From an optimization exercise on the open Yosys and OpenROAD flow, aimed at small area; shortcuts taken in it are not production practice. In this exercise RTL edits were held to simulation tests only and were not proved equivalent to the original. Power and IR drop assume default switching activity.

## flow/design.v (module list and top-level ports; edited modules follow where they fit)
// module Processing_Element_R1: 251 lines
// module Processing_Element_R2: 141 lines
// module Processing_Element_R3: 142 lines
// module Processing_Element_R4: 143 lines
// module Processing_Element_R5: 144 lines
// module FA: 4 lines
// module FA1: 4 lines
// module Gate_XNOR2: 3 lines
// module Gate_OR2: 3 lines
// module Gate_NOR2: 3 lines
// module Gate_A21O: 3 lines
// module HA: 4 lines
// module Gate_AND2: 3 lines
// module Gate_NAND2: 3 lines
// module Gate_INV: 3 lines
// module Gate_XOR2: 3 lines
// module Gate_XOR3: 3 lines
// module Hold_Mux: 3 lines
// module Hold_Mux_S: 3 lines
// module Hold_Mux_N: 3 lines
// module Hold_Mux_I: 5 lines
// module Normalization: 103 lines
// module Shift_Decode: 27 lines
// module Shift_Thermometer: 8 lines
// module Norm_Flags: 13 lines
// module Norm_Range: 18 lines
// module Gate_MUX2I: 3 lines
// module Gate_ANDN: 3 lines
// module Gate_ORN: 3 lines
// module Systolic_MMU_Top: 1382 lines
module Systolic_MMU_Top (
    input  wire        CLK,
    input  wire        ASYNC_RST,
    input  wire        SYNC_RST,
    input  wire        EN,
    input  wire        LOAD,
    input  wire [47:0] Inputs,
    input  wire [7:0]  ShiftAmmount,
    input  wire [7:0]  Z,
    output wire [47:0] Out
);
  // ...
==> flow/run.sh <==
#!/bin/bash
# synth_recipe.tcl (not shown) runs the flow's synth.tcl, then flattens the netlist and writes it again
# the make line also repeats each setting of config.mk as NAME=value (left out here)
make -C /OpenROAD-flow-scripts/flow DESIGN_CONFIG=/design/flow/config.mk WORK_HOME=/design/flow/orfs CLKGATE_MAP_FILE= SYNTH_SCRIPT=/design/flow/synth_recipe.tcl finish
==> flow/config.mk <==
export PLATFORM = sky130hd
export DESIGN_NAME = Systolic_MMU_Top
export DESIGN_NICKNAME = Systolic_MMU_Top
export VERILOG_FILES = /design/flow/design.v
export SDC_FILE = /design/flow/constraint.sdc
export NUM_CORES = 4
export LEC_CHECK = 0
export CAP_MARGIN = 20
export CORE_MARGIN = 2
export CORE_UTILIZATION = 55
export CTS_BUF_LIST = sky130_fd_sc_hd__clkbuf_16
export CTS_CLUSTER_DIAMETER = 100
export CTS_CLUSTER_SIZE = 30
export GPL_TIMING_DRIVEN = 0
export SLEW_MARGIN = 20
export SYNTH_HIERARCHICAL = 1
==> flow/constraint.sdc <==
create_clock -name core_clock -period 12.0 [get_ports {CLK}]
set_input_delay 2.4000 -clock core_clock [delete_from_list [all_inputs] [get_ports {CLK}]]
set_output_delay 2.4000 -clock core_clock [all_outputs]
set_load 0.01 [all_outputs]
==> run_results.csv, run 1 <==
group,metric,value,unit
outcome,outcome,"complete, no violations",
pwr,seq_power_share,0.477,
routing,avgRoutedWirePerCell,23.42,µm
routing,vias_per_cell,6.060,
sta,max_slew_margin,0.2394,
cts,tritoncts.num_buffers,81,
final_layout,postLayoutCoreUtil,0.6056,
final_layout,multi_input_logic_cell_count,7533,
routing,wl_met3,11650,µm
global_route,met3_usage,0.02468,
critical_path,required,9600,ps
critical_path,critical-path-top-cell-by-count,"sky130_fd_sc_hd__fa_1",
synthesis,synthesis.nets,11940,
routing,drt-initial-drc-count,5387,
critical_path,critPathCaptureType,"output pin",
final_layout,multi_input_area_share,0.5984,
synthesis,yosys.cell_count.top_type,"sky130_fd_sc_hd__fa_1",
floorplanning,chipWidth,475.5,µm
critical_path,critical_path.max_stage_delay,570,ps
synthesis,syn_inst,9402,
floorplanning,row_count,173,
final_layout,finalNetCount,12300,
synthesis,mapped_area,122300,µm²
pwr,design_power_total,13.04,mW
routing,via_count,77620,
pwr,power.switching_fraction,0.3215,
routing,met2WireLength,147400,µm
final_layout,nNonClkBuffers,283,
global_route,grt_pass1_vias,84200,
final_layout,seq_total_area,0.3082,
final_layout,clkCellAreaFrac,0.02165,
placed_design,placer_congestion,0.8858,
pwr,power_report.internal_total,8.850,mW
worst_hold_path,worst_hold_path_ep,"d_1_4[9]$_DFF_PN0_",
final_layout,nNonClkInverters,218,
routing,drc,0,
cts,count_of_hold_buffers_inserted_by_post_cts_repair,0,
pwr,power_in_combinational_cells,3.32,mW
critical_path,r2r.worst_path.cells,20,
routing,wirelength,300000,µm
==> inputs of run 2 (changes only) <==
--- a/flow/config.mk
+++ b/flow/config.mk
@@ -11,6 +11,5 @@
 export CTS_BUF_LIST = sky130_fd_sc_hd__clkbuf_16
 export CTS_CLUSTER_DIAMETER = 100
 export CTS_CLUSTER_SIZE = 30
-export GPL_TIMING_DRIVEN = 0
 export SLEW_MARGIN = 20
 export SYNTH_HIERARCHICAL = 1
==> run 2 against run 1 <==
  * Register-to-register slack worse by 40 ps
  * Sequential power about the same
  * Cell count shrank 0.54%
  * Wire length grew 0.11%
  * Area after synthesis unchanged
  * Non-clock buffer count decreased by 66
  * Synthesized cell count is the same
  * Via count down 0.24%
  * Total power is 0.40% lower
  * Critical endpoint is now Out[47]
==> run_results.csv, run 2 <==
group,metric,value,unit
sta,final.min_clock_period,11660,ps
final_layout,top_library_cells_by_usage_in_the_layout_fill_and_taps_aside,"sky130_fd_sc_hd__fa_1 (2235), sky130_fd_sc_hd__nand2_1 (1872), sky130_fd_sc_hd__dfrtp_1 (1502)",
synthesis,asyncSetResetFlopFracSynth,1.000,
critical_path,critical_path.max_fanout,22,
routing,drt_first_pass_iters,6,
synthesis,ys_seq_area_frac,0.3383,
sta,max_freq,85.74,MHz
outcome,outcome,"complete, no violations",
cts,worstSkewPairLatency,780,ps
sta,setup_viol,0,
cts,tritoncts.num_buffers,79,
final_layout,final_instance_count_without_filler_cells,12740,
critical_path,crit_slowest_cell,"sky130_fd_sc_hd__clkdlybuf4s50_1",
floorplanning,start_util,0.5517,
cts,cts_tree,"built",
critical_path,critical_path.max_stage_delay,490,ps
critical_path,required,9600,ps
routing,met2WireLength,147800,µm
global_route,global_route_wire_length_before_repair,490300,µm
routing,drt-initial-drc-count,5418,
floorplanning,die_y,475.5,µm
critical_path,path_class,"input port to output pin",
pwr,cellPowerDensity,98.91,nW/µm²
critical_path,crit_family,"adder cells",
sta,worst_slew_pin_slew,1098,ps
placed_design,placer_congestion,0.8955,
cts,ctsLongestPathBuffers,3,
placed_design,dpl.cell_count,12580,
routing,drt-met1-wl,133800,µm
sta,timing_max_transition_violations_final,0,
critical_path,critPathLaunchType,"input port",
routing,wirelength,300300,µm
routing,drc,0,
critical_path,worstPathArrival,9260,ps
cts,cts_htree_levels,3,
cts,clkTransAtPathRegs,100,ps
floorplanning,design.portCount,117,
sta,hold_ws,481.9,ps
global_route,globalRouteTotalUtil,0.2733,
run,cap_violations,0,
synthesis,yosys.cell_count.top_type,"sky130_fd_sc_hd__fa_1",
critical_path,critical-path-top-cell-by-count,"sky130_fd_sc_hd__fa_1",
routing,via_count,77430,
global_route,grt_pass1_vias,84530,
routing,avgRoutedWirePerCell,23.58,µm
synthesis,most_used_flip_flop_cell_after_synthesis,"sky130_fd_sc_hd__dfrtp_1",
sta,tns,0,ps
sta,period_share,0.9720,
sta,max_slew_margin,0.2675,
final_layout,area_delta_synth_final,7.406,%
floorplanning,row_count,173,
critical_path,critPathCaptureType,"output pin",
pwr,total_leakage_power,51.60,nW
synthesis,synth_edf_count,0,
placed_design,dp_hpwl,219100,µm
final_layout,finalNetCount,12230,
floorplanning,die_area,226100,µm²
synthesis,synthesis.nets,11940,
synthesis,syn_avg_cell_area,13.01,µm²
final_layout,layout.cells.most_common,"sky130_fd_sc_hd__fa_1",
routing,routed.top_layer,"met4",
floorplanning,floorplan.core_area,221700,µm²
synthesis,synth.distinct_cells,52,
synthesis,mapped_area,122300,µm²
synthesis,yosys-top-cells-area,"sky130_fd_sc_hd__fa_1 (37%), sky130_fd_sc_hd__dfrtp_1 (31%), sky130_fd_sc_hd__a22o_1 (10%)",
final_layout,post_route_cells_drive_above_1_share,0.04302,
global_route,globalRoute.totalOverflow,0,
global_route,grt_antenna_before_repair,1,
floorplanning,chipWidth,475.5,µm
routing,ant_nets,0,
routing,vias_per_cell,6.078,
routing,wl_met3,11250,µm
cts,cts_root_cell,"sky130_fd_sc_hd__clkbuf_16",
critical_path,critical_path_buf_inv_count,6,
sta,finalHoldViolCount,0,
pwr,irDropWorstVdd,123.8,µV
synthesis,ys_warn_count,7,
synthesis,ffs_latches_synth,1646,
global_route,grt_max_degree,210,
worst_hold_path,min-delay-path-class,"register to register",
synthesis,synth_top_cell_by_area,"sky130_fd_sc_hd__fa_1",
placed_design,io_buffer_count,116,
synthesis,commonest_cells_post_synth,"sky130_fd_sc_hd__fa_1 (2238), sky130_fd_sc_hd__nand2_1 (1873), sky130_fd_sc_hd__dfrtp_1 (1502)",
sta,clock-skew-final,39.62,ps
synthesis,post-synth-top-area-fraction,0.3664,
cts,clock_sink_count,1646,
cts,count_of_hold_buffers_inserted_by_post_cts_repair,0,
synthesis,syn_inst,9402,
[run 2: cell count changes in the layout (fill, tap and decap cells not counted), moves of 11 or more]
| cell | delta |
|---|---|
| sky130_fd_sc_hd__nor2_1 | +15 |
| sky130_fd_sc_hd__inv_16 | -11 |
| sky130_fd_sc_hd__buf_16 | -96 |
| sky130_fd_sc_hd__buf_4 | +68 |
| sky130_fd_sc_hd__nor2_2 | -15 |
| sky130_fd_sc_hd__buf_12 | -22 |
[run 2: repair_timing]
item,CTS,global route
setup buffers,0,4
setup endpoints to repair,0,48
gates resized for setup,0,12
[run 2: layout make-up]
| cell class | count | area, µm² |
|---|---|---|
| Fill cell | 17810 | 90300 |
| Multi-Input combinational cell | 7533 | 80220 |
| Sequential cell | 1646 | 41370 |
| Tap cell | 2975 | 3722 |
| Timing Repair Buffer | 217 | 2325 |
| Clock buffer | 79 | 1977 |
| Clock inverter | 69 | 902.1 |
| Inverter | 218 | 823.3 |
| Antenna cell | 2 | 5.005 |
[run 2: path summary, 6_finish.rpt]
| check | start | to | slack (ps) | cells past startpoint |
|---|---|---|---|---|
| worst max register to register | sk_5_5[1]$_DFF_PN0_ | pn_5_0[17]$_DFF_PN1_ | 3920 | 20 |
| max in group asynchronous | ASYNC_RST | sk_4_1[6]$_DFF_PN0_ | 7970 | 4 |
| worst min-delay path | d_2_1[16]$_DFF_PN0_ | d_2_2[16]$_DFF_PN0_ | 480 | 1 |
| min in group asynchronous | ASYNC_RST | a_0_5[6]$_DFF_PN0_ | 1570 | 1 |
| worst min register to register | d_2_1[16]$_DFF_PN0_ | d_2_2[16]$_DFF_PN0_ | 480 | 1 |
| worst max-delay path | ShiftAmmount[4] | Out[47] | 340 | 28 |
[run 2: per-stage QoR]
step / area [µm²] / total power, mW / setup WS, ps / util
final: 131300 / 12.99 / 336.2 / 0.5926
after global routing: 131300 / 13.69 / -16.83 / 0.5926
after CTS: 131200 / 13.10 / 169.7 / 0.5920
after detailed placement: 128300 / 9.610 / 180.0 / 0.5790
after global placement: 128300 / 9.506 / 355.2 / 0.5790
after floorplan: 122300 / 8.202 / -6594 / -
[run 2: metal layers]
| layer | up-vias | GRT usage |
|---|---|---|
| li1 | 33380 | - |
| met1 | 41750 | 0.3927 |
| met2 | 1872 | 0.4534 |
| met3 | 424 | 0.02511 |
| met4 | 0 | 0.06989 |
| met5 | - | 0 |
[run 2: per-module statistics from Yosys (local to each module, per instance), a selection]
module	area, µm²	flip-flops and latches	times used	cells
FA	20.02	0	2238	1
Gate_AND2	6.256	0	504	1
Gate_INV	3.754	0	78	1
Gate_OR2	6.256	0	60	1
Gate_XOR2	8.758	0	12	1
Hold_Mux_N	8.758	0	108	1
Hold_Mux_S	10.01	0	36	1
Norm_Range	100.1	0	6	16
Shift_Decode	85.08	0	1	14
Shift_Thermometer	352.8	0	1	68
[run 2: power breakdown]
group | internal (mW) | switching [mW] | leakage, nW
combinational | 1.50 | 1.80 | 27.8
sequential | 5.87 | 0.354 | 22.3
clock | 1.41 | 2.05 | 1.45
[run 2: kinds of logic after synthesis]
| kind of cell | share of synthesized area |
|---|---|
| buf+inv | 0.006927 |
| xor+xnor | 0.005157 |
| mux | 0.02898 |
| simple gates | 0.09756 |
| fa+ha+maj | 0.3898 |
| flops | 0.3383 |
| compound gates | 0.1333 |

==> re-timing with driven ports <==
Ports are ideal in the flow. The routed layouts listed here were re-timed in OpenROAD.
Step 1 sets driving cells, clkbuf_16 on the clock port and buf_2 on the other inputs (assumed; they add their load-dependent delay and slew).
Step 2 also shifts input and output timing later by t, the mid clock arrival at the registers, as if the neighbouring blocks saw the same clock.
Slacks: ideal / step 1 / step 2; pairs: ideal / step 1.
run | t, ns | slack for setup (ns) | worst hold slack (ns)
run 1 | 0.852 | 0.271 / 0.243 / 0.243 | 0.478 / 0.478 / 0.478
run 2 | 0.855 | 0.336 / 0.310 / 0.310 | 0.482 / 0.482 / 0.482
After both steps setup and hold are still met in every run listed. The setup slack of run 1, which loses most, moves by -0.028 ns with the drivers and by -0.028 ns with both steps.
